From an optimization exercise on the open Yosys and OpenROAD flow, aimed at small area and a short achievable clock period; shortcuts taken in it are not production practice.
No functional check of the RTL was part of this run.

==> flow/run.sh <==
#!/bin/bash
# synth_recipe.tcl (not shown) runs the flow's synth.tcl, then flattens the netlist and writes it again
# the make line also repeats each setting of config.mk as NAME=value (left out here)
make -C /OpenROAD-flow-scripts/flow DESIGN_CONFIG=/design/flow/config.mk WORK_HOME=/design/flow/orfs CLKGATE_MAP_FILE= SYNTH_SCRIPT=/design/flow/synth_recipe.tcl finish
==> flow/config.mk <==
export PLATFORM = sky130hd
export DESIGN_NAME = aipp_coherent_phase_recovery
export DESIGN_NICKNAME = aipp_coherent_phase_recovery
export VERILOG_FILES = /design/flow/design.v
export SDC_FILE = /design/flow/constraint.sdc
export NUM_CORES = 4
export LEC_CHECK = 0
export CAP_MARGIN = 20
export CORE_MARGIN = 2
export CORE_UTILIZATION = 40
export PLACE_DENSITY = 0.6
export SLEW_MARGIN = 20
==> flow/constraint.sdc <==
create_clock -name core_clock -period 5.5 [get_ports {clk_local_ref}]
set_input_delay 1.1000 -clock core_clock [delete_from_list [all_inputs] [get_ports {clk_local_ref}]]
set_output_delay 1.1000 -clock core_clock [all_outputs]
set_load 0.01 [all_outputs]
==> flow/design.v <==
module aipp_coherent_phase_recovery (
    input wire clk_local_ref,
    input wire rst_n,
    input wire [127:0] optical_in,
    input wire lock_enable,
    output reg clk_omega_out,
    output reg phase_locked,
    output reg [15:0] phase_error
);
    reg [31:1] pa_r;
    reg [15:1] lf_r;
    reg pc16;
    wire [31:0] pa = {pa_r, 1'b0};
    wire [15:0] lf = {lf_r, 1'b0};
    wire [15:0] pe = phase_error;
    wire [15:0] opt = optical_in[15:0];
    wire [15:0] pa_hi_n = ~pa[31:16];
    wire pc16_n = ~pc16;
    wire [15:0] peg = pe & {16{lock_enable}};
    wire [15:0] lfg = lf & {16{lock_enable}};
    wire pc16g = pc16;
    wire t1 = pa[6] ^ lfg[6];
    wire t2 = pa[6] & lfg[6];
    wire t3 = pa[7] ^ lfg[7] ^ peg[5];
    wire t4 = (pa[7] & lfg[7]) | (pa[7] & peg[5]) | (lfg[7] & peg[5]);
    wire t5 = pa[8] ^ lfg[8] ^ peg[6];
    wire t6 = (pa[8] & lfg[8]) | (pa[8] & peg[6]) | (lfg[8] & peg[6]);
    wire t7 = pa[9] ^ lfg[9] ^ peg[7];
    wire t8 = (pa[9] & lfg[9]) | (pa[9] & peg[7]) | (lfg[9] & peg[7]);
    wire t9 = pa[10] ^ lfg[10] ^ peg[8];
    wire t10 = (pa[10] & lfg[10]) | (pa[10] & peg[8]) | (lfg[10] & peg[8]);
    wire t11 = pa[11] ^ lfg[11] ^ peg[9];
    wire t12 = (pa[11] & lfg[11]) | (pa[11] & peg[9]) | (lfg[11] & peg[9]);
    wire t13 = pa[12] ^ lfg[12] ^ peg[10];
    wire t14 = (pa[12] & lfg[12]) | (pa[12] & peg[10]) | (lfg[12] & peg[10]);
    wire t15 = pa[13] ^ lfg[13] ^ peg[11];
    wire t16 = (pa[13] & lfg[13]) | (pa[13] & peg[11]) | (lfg[13] & peg[11]);
    wire t17 = pa[14] ^ lfg[14] ^ peg[12];
    wire t18 = (pa[14] & lfg[14]) | (pa[14] & peg[12]) | (lfg[14] & peg[12]);
    wire t19 = pa[15] ^ lfg[15] ^ peg[13];
    wire t20 = (pa[15] & lfg[15]) | (pa[15] & peg[13]) | (lfg[15] & peg[13]);
    wire t21 = pa[16] ^ peg[14];
    wire t22 = pa[16] & peg[14];
    wire t23 = pa[17] ^ peg[15];
    wire t24 = pa[17] & peg[15];
    wire t25 = pa[5] ^ lfg[5];
    wire t26 = pa[5] & lfg[5];
    wire t27 = peg[4] ^ peg[1] ^ peg[0];
    wire t28 = (peg[4] & peg[1]) | (peg[4] & peg[0]) | (peg[1] & peg[0]);
    wire t29 = peg[2] ^ peg[1] ^ t3;
    wire t30 = (peg[2] & peg[1]) | (peg[2] & t3) | (peg[1] & t3);
    wire t31 = peg[3] ^ peg[2] ^ t5;
    wire t32 = (peg[3] & peg[2]) | (peg[3] & t5) | (peg[2] & t5);
    wire t33 = peg[4] ^ peg[3] ^ t7;
    wire t34 = (peg[4] & peg[3]) | (peg[4] & t7) | (peg[3] & t7);
    wire t35 = peg[5] ^ peg[4] ^ t9;
    wire t36 = (peg[5] & peg[4]) | (peg[5] & t9) | (peg[4] & t9);
    wire t37 = peg[6] ^ peg[5] ^ t11;
    wire t38 = (peg[6] & peg[5]) | (peg[6] & t11) | (peg[5] & t11);
    wire t39 = peg[7] ^ peg[6] ^ t13;
    wire t40 = (peg[7] & peg[6]) | (peg[7] & t13) | (peg[6] & t13);
    wire t41 = peg[8] ^ peg[7] ^ t15;
    wire t42 = (peg[8] & peg[7]) | (peg[8] & t15) | (peg[7] & t15);
    wire t43 = peg[9] ^ peg[8] ^ t17;
    wire t44 = (peg[9] & peg[8]) | (peg[9] & t17) | (peg[8] & t17);
    wire t45 = peg[10] ^ peg[9] ^ t19;
    wire t46 = (peg[10] & peg[9]) | (peg[10] & t19) | (peg[9] & t19);
    wire t47 = peg[11] ^ peg[10] ^ t21;
    wire t48 = (peg[11] & peg[10]) | (peg[11] & t21) | (peg[10] & t21);
    wire t49 = peg[12] ^ peg[11] ^ t23;
    wire t50 = (peg[12] & peg[11]) | (peg[12] & t23) | (peg[11] & t23);
    wire t51 = pa[18] ^ peg[13] ^ peg[12];
    wire t52 = (pa[18] & peg[13]) | (pa[18] & peg[12]) | (peg[13] & peg[12]);
    wire t53 = pa[19] ^ peg[14];
    wire t54 = pa[19] & peg[14];
    wire t55 = pa[20] ^ peg[15];
    wire t56 = pa[20] & peg[15];
    wire t57 = pa[2] ^ lfg[2];
    wire t58 = pa[2] & lfg[2];
    wire t59 = pa[3] ^ lfg[3] ^ peg[1];
    wire t60 = (pa[3] & lfg[3]) | (pa[3] & peg[1]) | (lfg[3] & peg[1]);
    wire t61 = pa[4] ^ lfg[4] ^ peg[2];
    wire t62 = (pa[4] & lfg[4]) | (pa[4] & peg[2]) | (lfg[4] & peg[2]);
    wire t63 = peg[3] ^ peg[0] ^ t25;
    wire t64 = (peg[3] & peg[0]) | (peg[3] & t25) | (peg[0] & t25);
    wire t65 = t1 ^ t27 ^ t26;
    wire t66 = (t1 & t27) | (t1 & t26) | (t27 & t26);
    wire t67 = t2 ^ t29 ^ t28;
    wire t68 = (t2 & t29) | (t2 & t28) | (t29 & t28);
    wire t69 = t4 ^ t31 ^ t30;
    wire t70 = (t4 & t31) | (t4 & t30) | (t31 & t30);
    wire t71 = t6 ^ t33 ^ t32;
    wire t72 = (t6 & t33) | (t6 & t32) | (t33 & t32);
    wire t73 = t8 ^ t35 ^ t34;
    wire t74 = (t8 & t35) | (t8 & t34) | (t35 & t34);
    wire t75 = t10 ^ t37 ^ t36;
    wire t76 = (t10 & t37) | (t10 & t36) | (t37 & t36);
    wire t77 = t12 ^ t39 ^ t38;
    wire t78 = (t12 & t39) | (t12 & t38) | (t39 & t38);
    wire t79 = t14 ^ t41 ^ t40;
    wire t80 = (t14 & t41) | (t14 & t40) | (t41 & t40);
    wire t81 = t16 ^ t43 ^ t42;
    wire t82 = (t16 & t43) | (t16 & t42) | (t43 & t42);
    wire t83 = t18 ^ t45 ^ t44;
    wire t84 = (t18 & t45) | (t18 & t44) | (t45 & t44);
    wire t85 = t20 ^ t47 ^ t46;
    wire t86 = (t20 & t47) | (t20 & t46) | (t47 & t46);
    wire t87 = t22 ^ t49 ^ t48;
    wire t88 = (t22 & t49) | (t22 & t48) | (t49 & t48);
    wire t89 = t24 ^ t51 ^ t50;
    wire t90 = (t24 & t51) | (t24 & t50) | (t51 & t50);
    wire t91 = peg[13] ^ t53 ^ t52;
    wire t92 = (peg[13] & t53) | (peg[13] & t52) | (t53 & t52);
    wire t93 = peg[14] ^ t55 ^ t54;
    wire t94 = (peg[14] & t55) | (peg[14] & t54) | (t55 & t54);
    wire t95 = pa[21] ^ peg[15] ^ t56;
    wire t96 = (pa[21] & peg[15]) | (pa[21] & t56) | (peg[15] & t56);
    wire t97 = pa[1] ^ lfg[1];
    wire t98 = pa[1] & lfg[1];
    wire t99 = peg[0] ^ t57;
    wire t100 = peg[0] & t57;
    wire t101 = t59 ^ t58;
    wire t102 = t59 & t58;
    wire t103 = t61 ^ t60;
    wire t104 = t61 & t60;
    wire t105 = t63 ^ t62;
    wire t106 = t63 & t62;
    wire t107 = t65 ^ t64;
    wire t108 = t65 & t64;
    wire t109 = t67 ^ t66;
    wire t110 = t67 & t66;
    wire t111 = t69 ^ t68;
    wire t112 = t69 & t68;
    wire t113 = t71 ^ t70;
    wire t114 = t71 & t70;
    wire t115 = t73 ^ t72;
    wire t116 = t73 & t72;
    wire t117 = t75 ^ t74;
    wire t118 = t75 & t74;
    wire t119 = t77 ^ t76;
    wire t120 = t77 & t76;
    wire t121 = t79 ^ t78;
    wire t122 = t79 & t78;
    wire t123 = t81 ^ t80;
    wire t124 = t81 & t80;
    wire t125 = t83 ^ t82;
    wire t126 = t83 & t82;
    wire t127 = t100 | (t99 & t98);
    wire t128 = t99 & t97;
    wire t129 = t104 | (t103 & t102);
    wire t130 = t103 & t101;
    wire t131 = t108 | (t107 & t106);
    wire t132 = t107 & t105;
    wire t133 = t112 | (t111 & t110);
    wire t134 = t111 & t109;
    wire t135 = t116 | (t115 & t114);
    wire t136 = t115 & t113;
    wire t137 = t120 | (t119 & t118);
    wire t138 = t119 & t117;
    wire t139 = t124 | (t123 & t122);
    wire t140 = t123 & t121;
    wire t141 = t102 | (t101 & t127);
    wire t142 = t101 & t128;
    wire t143 = t129 | (t130 & t127);
    wire t144 = t130 & t128;
    wire t145 = t110 | (t109 & t131);
    wire t146 = t109 & t132;
    wire t147 = t133 | (t134 & t131);
    wire t148 = t134 & t132;
    wire t149 = t118 | (t117 & t135);
    wire t150 = t117 & t136;
    wire t151 = t137 | (t138 & t135);
    wire t152 = t138 & t136;
    wire t153 = t126 | (t125 & t139);
    wire t154 = t125 & t140;
    wire t155 = t106 | (t105 & t143);
    wire t156 = t105 & t144;
    wire t157 = t131 | (t132 & t143);
    wire t158 = t132 & t144;
    wire t159 = t145 | (t146 & t143);
    wire t160 = t146 & t144;
    wire t161 = t147 | (t148 & t143);
    wire t162 = t148 & t144;
    wire t163 = t122 | (t121 & t151);
    wire t164 = t121 & t152;
    wire t165 = t139 | (t140 & t151);
    wire t166 = t140 & t152;
    wire t167 = t153 | (t154 & t151);
    wire t168 = t154 & t152;
    wire t169 = t114 | (t113 & t161);
    wire t170 = t113 & t162;
    wire t171 = t135 | (t136 & t161);
    wire t172 = t136 & t162;
    wire t173 = t149 | (t150 & t161);
    wire t174 = t150 & t162;
    wire t175 = t151 | (t152 & t161);
    wire t176 = t152 & t162;
    wire t177 = t163 | (t164 & t161);
    wire t178 = t164 & t162;
    wire t179 = t165 | (t166 & t161);
    wire t180 = t166 & t162;
    wire t181 = t167 | (t168 & t161);
    wire t182 = t168 & t162;
    wire t183 = t99 ^ t98;
    wire t184 = t101 ^ t127;
    wire t185 = t103 ^ t141;
    wire t186 = t105 ^ t143;
    wire t187 = t107 ^ t155;
    wire t188 = t109 ^ t157;
    wire t189 = t111 ^ t159;
    wire t190 = t113 ^ t161;
    wire t191 = t115 ^ t169;
    wire t192 = t117 ^ t171;
    wire t193 = t119 ^ t173;
    wire t194 = t121 ^ t175;
    wire t195 = t123 ^ t177;
    wire t196 = t125 ^ t179;
    wire t197 = t85 ^ t84;
    wire t198 = t85 & t84;
    wire t199 = t87 ^ t86;
    wire t200 = t87 & t86;
    wire t201 = t89 ^ t88;
    wire t202 = t89 & t88;
    wire t203 = t91 ^ t90;
    wire t204 = t91 & t90;
    wire t205 = t93 ^ t92;
    wire t206 = t93 & t92;
    wire t207 = t95 ^ t94;
    wire t208 = t95 & t94;
    wire t209 = pa[22] ^ t96;
    wire t210 = pa[22] & t96;
    wire t211 = pa[23] ^ 1'b0;
    wire t212 = pa[23] & 1'b0;
    wire t213 = pa[24] ^ 1'b0;
    wire t214 = pa[24] & 1'b0;
    wire t215 = pa[25] ^ 1'b0;
    wire t216 = pa[25] & 1'b0;
    wire t217 = pa[26] ^ 1'b0;
    wire t218 = pa[26] & 1'b0;
    wire t219 = pa[27] ^ 1'b0;
    wire t220 = pa[27] & 1'b0;
    wire t221 = pa[28] ^ 1'b0;
    wire t222 = pa[28] & 1'b0;
    wire t223 = pa[29] ^ 1'b0;
    wire t224 = pa[29] & 1'b0;
    wire t225 = pa[30] ^ 1'b0;
    wire t226 = pa[30] & 1'b0;
    wire t227 = pa[31] ^ 1'b0;
    wire t228 = pa[31] & 1'b0;
    wire t229 = t198 | (t197 & pc16);
    wire t230 = t200 | (t199 & t229);
    wire t231 = t199 & t197;
    wire t232 = t204 | (t203 & t202);
    wire t233 = t203 & t201;
    wire t234 = t208 | (t207 & t206);
    wire t235 = t207 & t205;
    wire t236 = t212 | (t211 & t210);
    wire t237 = t211 & t209;
    wire t238 = t216 | (t215 & t214);
    wire t239 = t215 & t213;
    wire t240 = t220 | (t219 & t218);
    wire t241 = t219 & t217;
    wire t242 = t224 | (t223 & t222);
    wire t243 = t223 & t221;
    wire t244 = t228 | (t227 & t226);
    wire t245 = t227 & t225;
    wire t246 = t202 | (t201 & t230);
    wire t247 = t201 & t231;
    wire t248 = t232 | (t233 & t230);
    wire t249 = t233 & t231;
    wire t250 = t210 | (t209 & t234);
    wire t251 = t209 & t235;
    wire t252 = t236 | (t237 & t234);
    wire t253 = t237 & t235;
    wire t254 = t218 | (t217 & t238);
    wire t255 = t217 & t239;
    wire t256 = t240 | (t241 & t238);
    wire t257 = t241 & t239;
    wire t258 = t226 | (t225 & t242);
    wire t259 = t225 & t243;
    wire t260 = t244 | (t245 & t242);
    wire t261 = t245 & t243;
    wire t262 = t206 | (t205 & t248);
    wire t263 = t205 & t249;
    wire t264 = t234 | (t235 & t248);
    wire t265 = t235 & t249;
    wire t266 = t250 | (t251 & t248);
    wire t267 = t251 & t249;
    wire t268 = t252 | (t253 & t248);
    wire t269 = t253 & t249;
    wire t270 = t222 | (t221 & t256);
    wire t271 = t221 & t257;
    wire t272 = t242 | (t243 & t256);
    wire t273 = t243 & t257;
    wire t274 = t258 | (t259 & t256);
    wire t275 = t259 & t257;
    wire t276 = t260 | (t261 & t256);
    wire t277 = t261 & t257;
    wire t278 = t214 | (t213 & t268);
    wire t279 = t213 & t269;
    wire t280 = t238 | (t239 & t268);
    wire t281 = t239 & t269;
    wire t282 = t254 | (t255 & t268);
    wire t283 = t255 & t269;
    wire t284 = t256 | (t257 & t268);
    wire t285 = t257 & t269;
    wire t286 = t270 | (t271 & t268);
    wire t287 = t271 & t269;
    wire t288 = t272 | (t273 & t268);
    wire t289 = t273 & t269;
    wire t290 = t274 | (t275 & t268);
    wire t291 = t275 & t269;
    wire t292 = t276 | (t277 & t268);
    wire t293 = t277 & t269;
    wire t294 = t197 ^ pc16;
    wire t295 = t199 ^ t229;
    wire t296 = t201 ^ t230;
    wire t297 = t203 ^ t246;
    wire t298 = t205 ^ t248;
    wire t299 = t207 ^ t262;
    wire t300 = t209 ^ t264;
    wire t301 = t211 ^ t266;
    wire t302 = t213 ^ t268;
    wire t303 = t215 ^ t278;
    wire t304 = t217 ^ t280;
    wire t305 = t219 ^ t282;
    wire t306 = t221 ^ t284;
    wire t307 = t223 ^ t286;
    wire t308 = t225 ^ t288;
    wire t309 = t227 ^ t290;
    wire t310 = lf[3] ^ peg[2];
    wire t311 = lf[3] & peg[2];
    wire t312 = lf[4] ^ peg[3] ^ peg[1];
    wire t313 = (lf[4] & peg[3]) | (lf[4] & peg[1]) | (peg[3] & peg[1]);
    wire t314 = lf[5] ^ peg[4] ^ peg[2];
    wire t315 = (lf[5] & peg[4]) | (lf[5] & peg[2]) | (peg[4] & peg[2]);
    wire t316 = lf[6] ^ peg[5] ^ peg[3];
    wire t317 = (lf[6] & peg[5]) | (lf[6] & peg[3]) | (peg[5] & peg[3]);
    wire t318 = lf[7] ^ peg[6] ^ peg[4];
    wire t319 = (lf[7] & peg[6]) | (lf[7] & peg[4]) | (peg[6] & peg[4]);
    wire t320 = lf[8] ^ peg[7] ^ peg[5];
    wire t321 = (lf[8] & peg[7]) | (lf[8] & peg[5]) | (peg[7] & peg[5]);
    wire t322 = lf[9] ^ peg[8] ^ peg[6];
    wire t323 = (lf[9] & peg[8]) | (lf[9] & peg[6]) | (peg[8] & peg[6]);
    wire t324 = lf[10] ^ peg[9] ^ peg[7];
    wire t325 = (lf[10] & peg[9]) | (lf[10] & peg[7]) | (peg[9] & peg[7]);
    wire t326 = lf[11] ^ peg[10] ^ peg[8];
    wire t327 = (lf[11] & peg[10]) | (lf[11] & peg[8]) | (peg[10] & peg[8]);
    wire t328 = lf[12] ^ peg[11] ^ peg[9];
    wire t329 = (lf[12] & peg[11]) | (lf[12] & peg[9]) | (peg[11] & peg[9]);
    wire t330 = lf[13] ^ peg[12] ^ peg[10];
    wire t331 = (lf[13] & peg[12]) | (lf[13] & peg[10]) | (peg[12] & peg[10]);
    wire t332 = lf[14] ^ peg[13] ^ peg[11];
    wire t333 = (lf[14] & peg[13]) | (lf[14] & peg[11]) | (peg[13] & peg[11]);
    wire t334 = lf[15] ^ peg[14] ^ peg[12];
    wire t335 = (lf[15] & peg[14]) | (lf[15] & peg[12]) | (peg[14] & peg[12]);
    wire t336 = lf[1] ^ peg[0];
    wire t337 = lf[1] & peg[0];
    wire t338 = lf[2] ^ peg[1];
    wire t339 = lf[2] & peg[1];
    wire t340 = peg[0] ^ t310;
    wire t341 = peg[0] & t310;
    wire t342 = t312 ^ t311;
    wire t343 = t312 & t311;
    wire t344 = t314 ^ t313;
    wire t345 = t314 & t313;
    wire t346 = t316 ^ t315;
    wire t347 = t316 & t315;
    wire t348 = t318 ^ t317;
    wire t349 = t318 & t317;
    wire t350 = t320 ^ t319;
    wire t351 = t320 & t319;
    wire t352 = t322 ^ t321;
    wire t353 = t322 & t321;
    wire t354 = t324 ^ t323;
    wire t355 = t324 & t323;
    wire t356 = t326 ^ t325;
    wire t357 = t326 & t325;
    wire t358 = t328 ^ t327;
    wire t359 = t328 & t327;
    wire t360 = t330 ^ t329;
    wire t361 = t330 & t329;
    wire t362 = t332 ^ t331;
    wire t363 = t332 & t331;
    wire t364 = t334 ^ t333;
    wire t365 = t334 & t333;
    wire t366 = t339 | (t338 & t337);
    wire t367 = t338 & t336;
    wire t368 = t343 | (t342 & t341);
    wire t369 = t342 & t340;
    wire t370 = t347 | (t346 & t345);
    wire t371 = t346 & t344;
    wire t372 = t351 | (t350 & t349);
    wire t373 = t350 & t348;
    wire t374 = t355 | (t354 & t353);
    wire t375 = t354 & t352;
    wire t376 = t359 | (t358 & t357);
    wire t377 = t358 & t356;
    wire t378 = t363 | (t362 & t361);
    wire t379 = t362 & t360;
    wire t380 = t341 | (t340 & t366);
    wire t381 = t340 & t367;
    wire t382 = t368 | (t369 & t366);
    wire t383 = t369 & t367;
    wire t384 = t349 | (t348 & t370);
    wire t385 = t348 & t371;
    wire t386 = t372 | (t373 & t370);
    wire t387 = t373 & t371;
    wire t388 = t357 | (t356 & t374);
    wire t389 = t356 & t375;
    wire t390 = t376 | (t377 & t374);
    wire t391 = t377 & t375;
    wire t392 = t365 | (t364 & t378);
    wire t393 = t364 & t379;
    wire t394 = t345 | (t344 & t382);
    wire t395 = t344 & t383;
    wire t396 = t370 | (t371 & t382);
    wire t397 = t371 & t383;
    wire t398 = t384 | (t385 & t382);
    wire t399 = t385 & t383;
    wire t400 = t386 | (t387 & t382);
    wire t401 = t387 & t383;
    wire t402 = t361 | (t360 & t390);
    wire t403 = t360 & t391;
    wire t404 = t378 | (t379 & t390);
    wire t405 = t379 & t391;
    wire t406 = t392 | (t393 & t390);
    wire t407 = t393 & t391;
    wire t408 = t353 | (t352 & t400);
    wire t409 = t352 & t401;
    wire t410 = t374 | (t375 & t400);
    wire t411 = t375 & t401;
    wire t412 = t388 | (t389 & t400);
    wire t413 = t389 & t401;
    wire t414 = t390 | (t391 & t400);
    wire t415 = t391 & t401;
    wire t416 = t402 | (t403 & t400);
    wire t417 = t403 & t401;
    wire t418 = t404 | (t405 & t400);
    wire t419 = t405 & t401;
    wire t420 = t406 | (t407 & t400);
    wire t421 = t407 & t401;
    wire t422 = t338 ^ t337;
    wire t423 = t340 ^ t366;
    wire t424 = t342 ^ t380;
    wire t425 = t344 ^ t382;
    wire t426 = t346 ^ t394;
    wire t427 = t348 ^ t396;
    wire t428 = t350 ^ t398;
    wire t429 = t352 ^ t400;
    wire t430 = t354 ^ t408;
    wire t431 = t356 ^ t410;
    wire t432 = t358 ^ t412;
    wire t433 = t360 ^ t414;
    wire t434 = t362 ^ t416;
    wire t435 = t364 ^ t418;
    wire t436 = opt[0] ^ pa_hi_n[0];
    wire t437 = opt[0] & pa_hi_n[0];
    wire t438 = opt[1] ^ pa_hi_n[1];
    wire t439 = opt[1] & pa_hi_n[1];
    wire t440 = opt[2] ^ pa_hi_n[2];
    wire t441 = opt[2] & pa_hi_n[2];
    wire t442 = opt[3] ^ pa_hi_n[3];
    wire t443 = opt[3] & pa_hi_n[3];
    wire t444 = opt[4] ^ pa_hi_n[4];
    wire t445 = opt[4] & pa_hi_n[4];
    wire t446 = opt[5] ^ pa_hi_n[5];
    wire t447 = opt[5] & pa_hi_n[5];
    wire t448 = opt[6] ^ pa_hi_n[6];
    wire t449 = opt[6] & pa_hi_n[6];
    wire t450 = opt[7] ^ pa_hi_n[7];
    wire t451 = opt[7] & pa_hi_n[7];
    wire t452 = opt[8] ^ pa_hi_n[8];
    wire t453 = opt[8] & pa_hi_n[8];
    wire t454 = opt[9] ^ pa_hi_n[9];
    wire t455 = opt[9] & pa_hi_n[9];
    wire t456 = opt[10] ^ pa_hi_n[10];
    wire t457 = opt[10] & pa_hi_n[10];
    wire t458 = opt[11] ^ pa_hi_n[11];
    wire t459 = opt[11] & pa_hi_n[11];
    wire t460 = opt[12] ^ pa_hi_n[12];
    wire t461 = opt[12] & pa_hi_n[12];
    wire t462 = opt[13] ^ pa_hi_n[13];
    wire t463 = opt[13] & pa_hi_n[13];
    wire t464 = opt[14] ^ pa_hi_n[14];
    wire t465 = opt[14] & pa_hi_n[14];
    wire t466 = opt[15] ^ pa_hi_n[15];
    wire t467 = opt[15] & pa_hi_n[15];
    wire t468 = t437 | (t436 & pc16_n);
    wire t469 = t439 | (t438 & t468);
    wire t470 = t438 & t436;
    wire t471 = t443 | (t442 & t441);
    wire t472 = t442 & t440;
    wire t473 = t447 | (t446 & t445);
    wire t474 = t446 & t444;
    wire t475 = t451 | (t450 & t449);
    wire t476 = t450 & t448;
    wire t477 = t455 | (t454 & t453);
    wire t478 = t454 & t452;
    wire t479 = t459 | (t458 & t457);
    wire t480 = t458 & t456;
    wire t481 = t463 | (t462 & t461);
    wire t482 = t462 & t460;
    wire t483 = t467 | (t466 & t465);
    wire t484 = t466 & t464;
    wire t485 = t441 | (t440 & t469);
    wire t486 = t440 & t470;
    wire t487 = t471 | (t472 & t469);
    wire t488 = t472 & t470;
    wire t489 = t449 | (t448 & t473);
    wire t490 = t448 & t474;
    wire t491 = t475 | (t476 & t473);
    wire t492 = t476 & t474;
    wire t493 = t457 | (t456 & t477);
    wire t494 = t456 & t478;
    wire t495 = t479 | (t480 & t477);
    wire t496 = t480 & t478;
    wire t497 = t465 | (t464 & t481);
    wire t498 = t464 & t482;
    wire t499 = t483 | (t484 & t481);
    wire t500 = t484 & t482;
    wire t501 = t445 | (t444 & t487);
    wire t502 = t444 & t488;
    wire t503 = t473 | (t474 & t487);
    wire t504 = t474 & t488;
    wire t505 = t489 | (t490 & t487);
    wire t506 = t490 & t488;
    wire t507 = t491 | (t492 & t487);
    wire t508 = t492 & t488;
    wire t509 = t461 | (t460 & t495);
    wire t510 = t460 & t496;
    wire t511 = t481 | (t482 & t495);
    wire t512 = t482 & t496;
    wire t513 = t497 | (t498 & t495);
    wire t514 = t498 & t496;
    wire t515 = t499 | (t500 & t495);
    wire t516 = t500 & t496;
    wire t517 = t453 | (t452 & t507);
    wire t518 = t452 & t508;
    wire t519 = t477 | (t478 & t507);
    wire t520 = t478 & t508;
    wire t521 = t493 | (t494 & t507);
    wire t522 = t494 & t508;
    wire t523 = t495 | (t496 & t507);
    wire t524 = t496 & t508;
    wire t525 = t509 | (t510 & t507);
    wire t526 = t510 & t508;
    wire t527 = t511 | (t512 & t507);
    wire t528 = t512 & t508;
    wire t529 = t513 | (t514 & t507);
    wire t530 = t514 & t508;
    wire t531 = t515 | (t516 & t507);
    wire t532 = t516 & t508;
    wire t533 = t436 ^ pc16_n;
    wire t534 = t438 ^ t468;
    wire t535 = t440 ^ t469;
    wire t536 = t442 ^ t485;
    wire t537 = t444 ^ t487;
    wire t538 = t446 ^ t501;
    wire t539 = t448 ^ t503;
    wire t540 = t450 ^ t505;
    wire t541 = t452 ^ t507;
    wire t542 = t454 ^ t517;
    wire t543 = t456 ^ t519;
    wire t544 = t458 ^ t521;
    wire t545 = t460 ^ t523;
    wire t546 = t462 ^ t525;
    wire t547 = t464 ^ t527;
    wire t548 = t466 ^ t529;
    wire [31:1] pa_d = {t309, t308, t307, t306, t305, t304, t303, t302, t301, t300, t299, t298, t297, t296, t295, t294, t196, t195, t194, t193, t192, t191, t190, t189, t188, t187, t186, t185, t184, t183, t97};
    wire [15:1] lf_d = {t435, t434, t433, t432, t431, t430, t429, t428, t427, t426, t425, t424, t423, t422, t336};
    wire pc16_d = t181;
    wire [15:0] pe_d = {t548, t547, t546, t545, t544, t543, t542, t541, t540, t539, t538, t537, t536, t535, t534, t533};
    wire pa31 = pa[31] ^ (pc16 & (&pa[30:16]));
    always @(posedge clk_local_ref or negedge rst_n) begin
        if (!rst_n) begin
            pa_r <= 31'b0; lf_r <= 15'b0; pc16 <= 1'b0;
        end else begin
            pa_r <= pa_d; lf_r <= lf_d; pc16 <= pc16_d;
        end
    end
    always @(posedge clk_local_ref or negedge rst_n) begin
        if (!rst_n) begin
            clk_omega_out <= 1'b0; phase_locked <= 1'b0; phase_error <= 16'b0;
        end else if (lock_enable) begin
            phase_error <= pe_d;
            clk_omega_out <= pa31;
            phase_locked <= (pe < 16'd50);
        end
    end
endmodule
==> flow_summary.yaml <==
timing:
  finalMaxSlewViolations: 0
  fmax_mhz: 209.2
  setup_viol: 0
  rsz0062_at_grt: "false"
  timing.final.crit_period_ns: 4.780
  max_slew_margin: 0.5650
  finalClockSkew_ns: 0.007092
  worstMarginPinSlew_ns: 0.6525
  setup-tns-final_ns: 0
  hold_viol: 0
  fin_crit_sh: 0.8690
worst_hold_path:
  holdCritPathClass: "flip-flop to flip-flop"
clock_tree:
  cts_hold_buffers: 0
  ctsHtreeMaxLevel: 3
  clock-sinks: 65
  root_buffer: "clkbuf_16"
  clk_pin_slew_worst_paths_ns: 0.06
  numCtsBuffers: 9
  cts_tree: "built"
  cts_buffer_depth: 2
  post_cts_buffers: 0
  cts_resized: 0
  insertion_delay_ns: 0.34
drt:
  drt_first_iter_violations: 168
  vias: 4026
  avgViaCountPerCell: 5.051
  drt-total-wl_microns: 12640
  drt_first_pass_iters: 4
  ant_nets: 0
  drc: 0
  wl_per_cell_microns: 15.85
synth:
  ys_ff_latch: 65
  synth_nets: 817
  synth.area.top_cells: "dfrtp_1 28%, fa_1 23%, ha_1 12%"
  synth_edf_count: 0
  yosysTopAreaCellShare: 0.2804
  yosys_warnings: 1
  synth_area_sq_mm: 0.005802
  ys_async_sr_fraction: 1.000
  synthDistinctLibCells: 48
  syn_inst: 562
  syn_area_per_cell_sq_um: 10.32
  synth-main-ff-cell: "dfrtp_1"
  synth_top_area_cell: "dfrtp_1"
  synth_seq_area_share: 0.2804
outcome:
  status: "timing/DRC/antenna clean"
setup_path:
  crit_path_max_fanout: 7
  cp_num_buf_inv: 3
  crit_path_frequent_cell: "fa_1"
  critPathRequiredTime_ns: 5.72
  r2r_cells: 13
  setup.worst_path.start_class: "input pin"
  reg2reg_to: "pa_r[31]"
  critPathLaunch: "lock_enable"
  crit_family: "adder cells"
  ff2ff_setup_slack_ns: 1.23
  slowest_stage: "fa_1"
  r2r-start: "phase_error[14]"
  endpoint: "pa_r[31]"
  critPathArrivalTime_ns: 5.00
  cpPeakStageDelay_ns: 0.49
  end_kind: "flip-flop"
  crit_type: "input pin to flip-flop"
  worst-path-stages: 14
  cp_cell_sequence: "buf_2 > inv_1 > nor2_1 > ha_1 > inv_1 > fa_1 > fa_1 > fa_1 > fa_1 > nor2b_1 > o31a_1 > o21ai_0 > or3_2 > xnor2_1"
flow_run:
  drv_cap: 0
final_layout:
  finalNonFillerCells: 797
  multi_input_area_sq_mm: 0.003751
  final_common_cell: "inv_1"
  final_core_util: 0.4689
  layout-drive-gt1-share: 0.05220
  seqCellArea_sq_mm: 0.001627
  num_antenna_cells: 0
  syn_to_final_growth_pct: 16.13
  design_area_sq_mm: 0.006738
  fill_cells: 1371
  nets: 863
  layout_common_cells: "106 x inv_1, 67 x fa_1, 65 x dfrtp_1"
floorplan:
  die_area_sq_mm: 0.01548
  rows: 44
  io_pins: 149
  die_x_microns: 124.4
  core-area_sq_mm: 0.01437
  die_y_microns: 124.4
  start_util: 0.4038
placement:
  postPlaceCellArea_sq_mm: 0.006401
  gp_congestion: 0.8263
  numPortBuffers: 36
  dp.cells: 781
  dp_hpwl_microns: 10300
grt:
  track_usage: 0.1764
  grt_pass1_wl_microns: 21480
  grt-ovfl-total: 0
  grt_pass1_vias: 4285
  grt_max_degree: 42
  antenna_found_initial: 0
[per-layer routing]
metal | GRT usage | wire length [microns] | vias up
met4 | 0.05155 | 230 | 0
met1 | 0.2276 | 5770 | 2000
met2 | 0.2941 | 6251 | 59
met5 | 0 | 0 | -
met3 | 0.04467 | 384 | 21
li1 | - | - | 1946
[worst reg2reg max path, stage by stage (launching register included)]
cell and delay (ns):
dfrtp_1 0.42, inv_1 0.09, nor2_1 0.34, ha_1 0.32
inv_1 0.08, fa_1 0.41, fa_1 0.49, fa_1 0.42
fa_1 0.42, nor2b_1 0.17, o31a_1 0.21, o21ai_0 0.16
or3_2 0.48, xnor2_1 0.14
[cells by family after synthesis]
kind of cell,synth area share
buffers and inverters,0.07311
multiplexers,0.009488
AND/OR/NAND/NOR,0.1068
XOR/XNOR,0.05887
AO/OA/AOI/OAI,0.1173
adder cells (fa/ha/maj),0.3541
flip-flops,0.2804
[synth_stat cells (2+ instances only)]
cell type / n
o21bai_1: 6
nand2b_1: 7
dfrtp_1: 65
nor4_1: 4
o211ai_1: 7
a211o_1: 5
nand4_1: 9
nor2b_1: 5
xnor2_1: 26
nand3_1: 10
o21a_1: 10
clkbuf_1: 6
a31oi_1: 4
mux2_2: 4
xor2_1: 13
fa_1: 67
a211oi_1: 4
o2111ai_1: 4
inv_1: 106
and2_1: 16
nor3_1: 6
nor3b_1: 2
or3_1: 2
a21oi_1: 21
ha_1: 57
nor2_1: 19
a21o_1: 15
o21ai_0: 12
nand2_1: 30
o221ai_1: 2
[sequential cells by signal, summed over array words and instances (netlist names)]
name           cells
pa_r              31
phase_error       16
lf_r              15
clk_omega_out      1
pc16               1
phase_locked       1
[per-stage QoR]
step	hold slack (ns)	setup slack (ns)
2_1_floorplan	0.4557	0.4262
3_3_place_gp	0.4654	0.3897
3_5_place_dp	0.4769	0.3191
4_1_cts	0.4897	0.6704
5_1_grt	0.5040	0.4721
6_report	0.4839	0.7203
[area by class of cell]
type	count	area share
multi-input combinational	384	0.5567
sequential	65	0.2414
inverter	106	0.05905
timing repair buffer	42	0.05868
clock buffer	11	0.03454
tap	184	0.03417
clock inverter	5	0.01541
[worst min-delay path by stage]
stage | from | to | cells after the start | slack [ns]
global route | pa_r[1] | pa_r[1] | 1 | 0.50
floorplan | pa_r[1] | pa_r[1] | 1 | 0.46
detailed placement | phase_locked | phase_locked | 1 | 0.48
CTS | phase_locked | phase_locked | 1 | 0.49
global placement | pa_r[1] | pa_r[1] | 1 | 0.47
finish | phase_locked | phase_locked | 1 | 0.48

what the ideal ports hide:
The results above use ideal ports. As a check the final layout listed here was re-extracted and re-timed, cells and wires unchanged.
Step 1 (the two cells are an assumption about what drives the block):
set clk [get_ports {clk_local_ref}]
set_driving_cell -lib_cell sky130_fd_sc_hd__clkbuf_16 $clk
set_driving_cell -lib_cell sky130_fd_sc_hd__buf_2 [delete_from_list [all_inputs] $clk]
Step 2 moves the port delays by t, midway between the first and last clock arrival at a register: inputs arrive t later, outputs are due t later. That takes back most of the time a late clock gives input paths.
a / b / c = ideal ports / drivers / drivers and shift; a / b = the first two.
shift t [ns]: 0.379
setup slack, ns: 0.720 / 0.739 / 0.361
worst hold slack (ns): 0.484 / 0.484 / 0.484
clock arrival spread, ns: 0.007 / 0.007
cell pins on the clock port's net: 1
After both steps setup and hold are still met in this run. For this run, drivers alone change the setup slack by +0.019 ns; drivers and shift together by -0.359 ns.
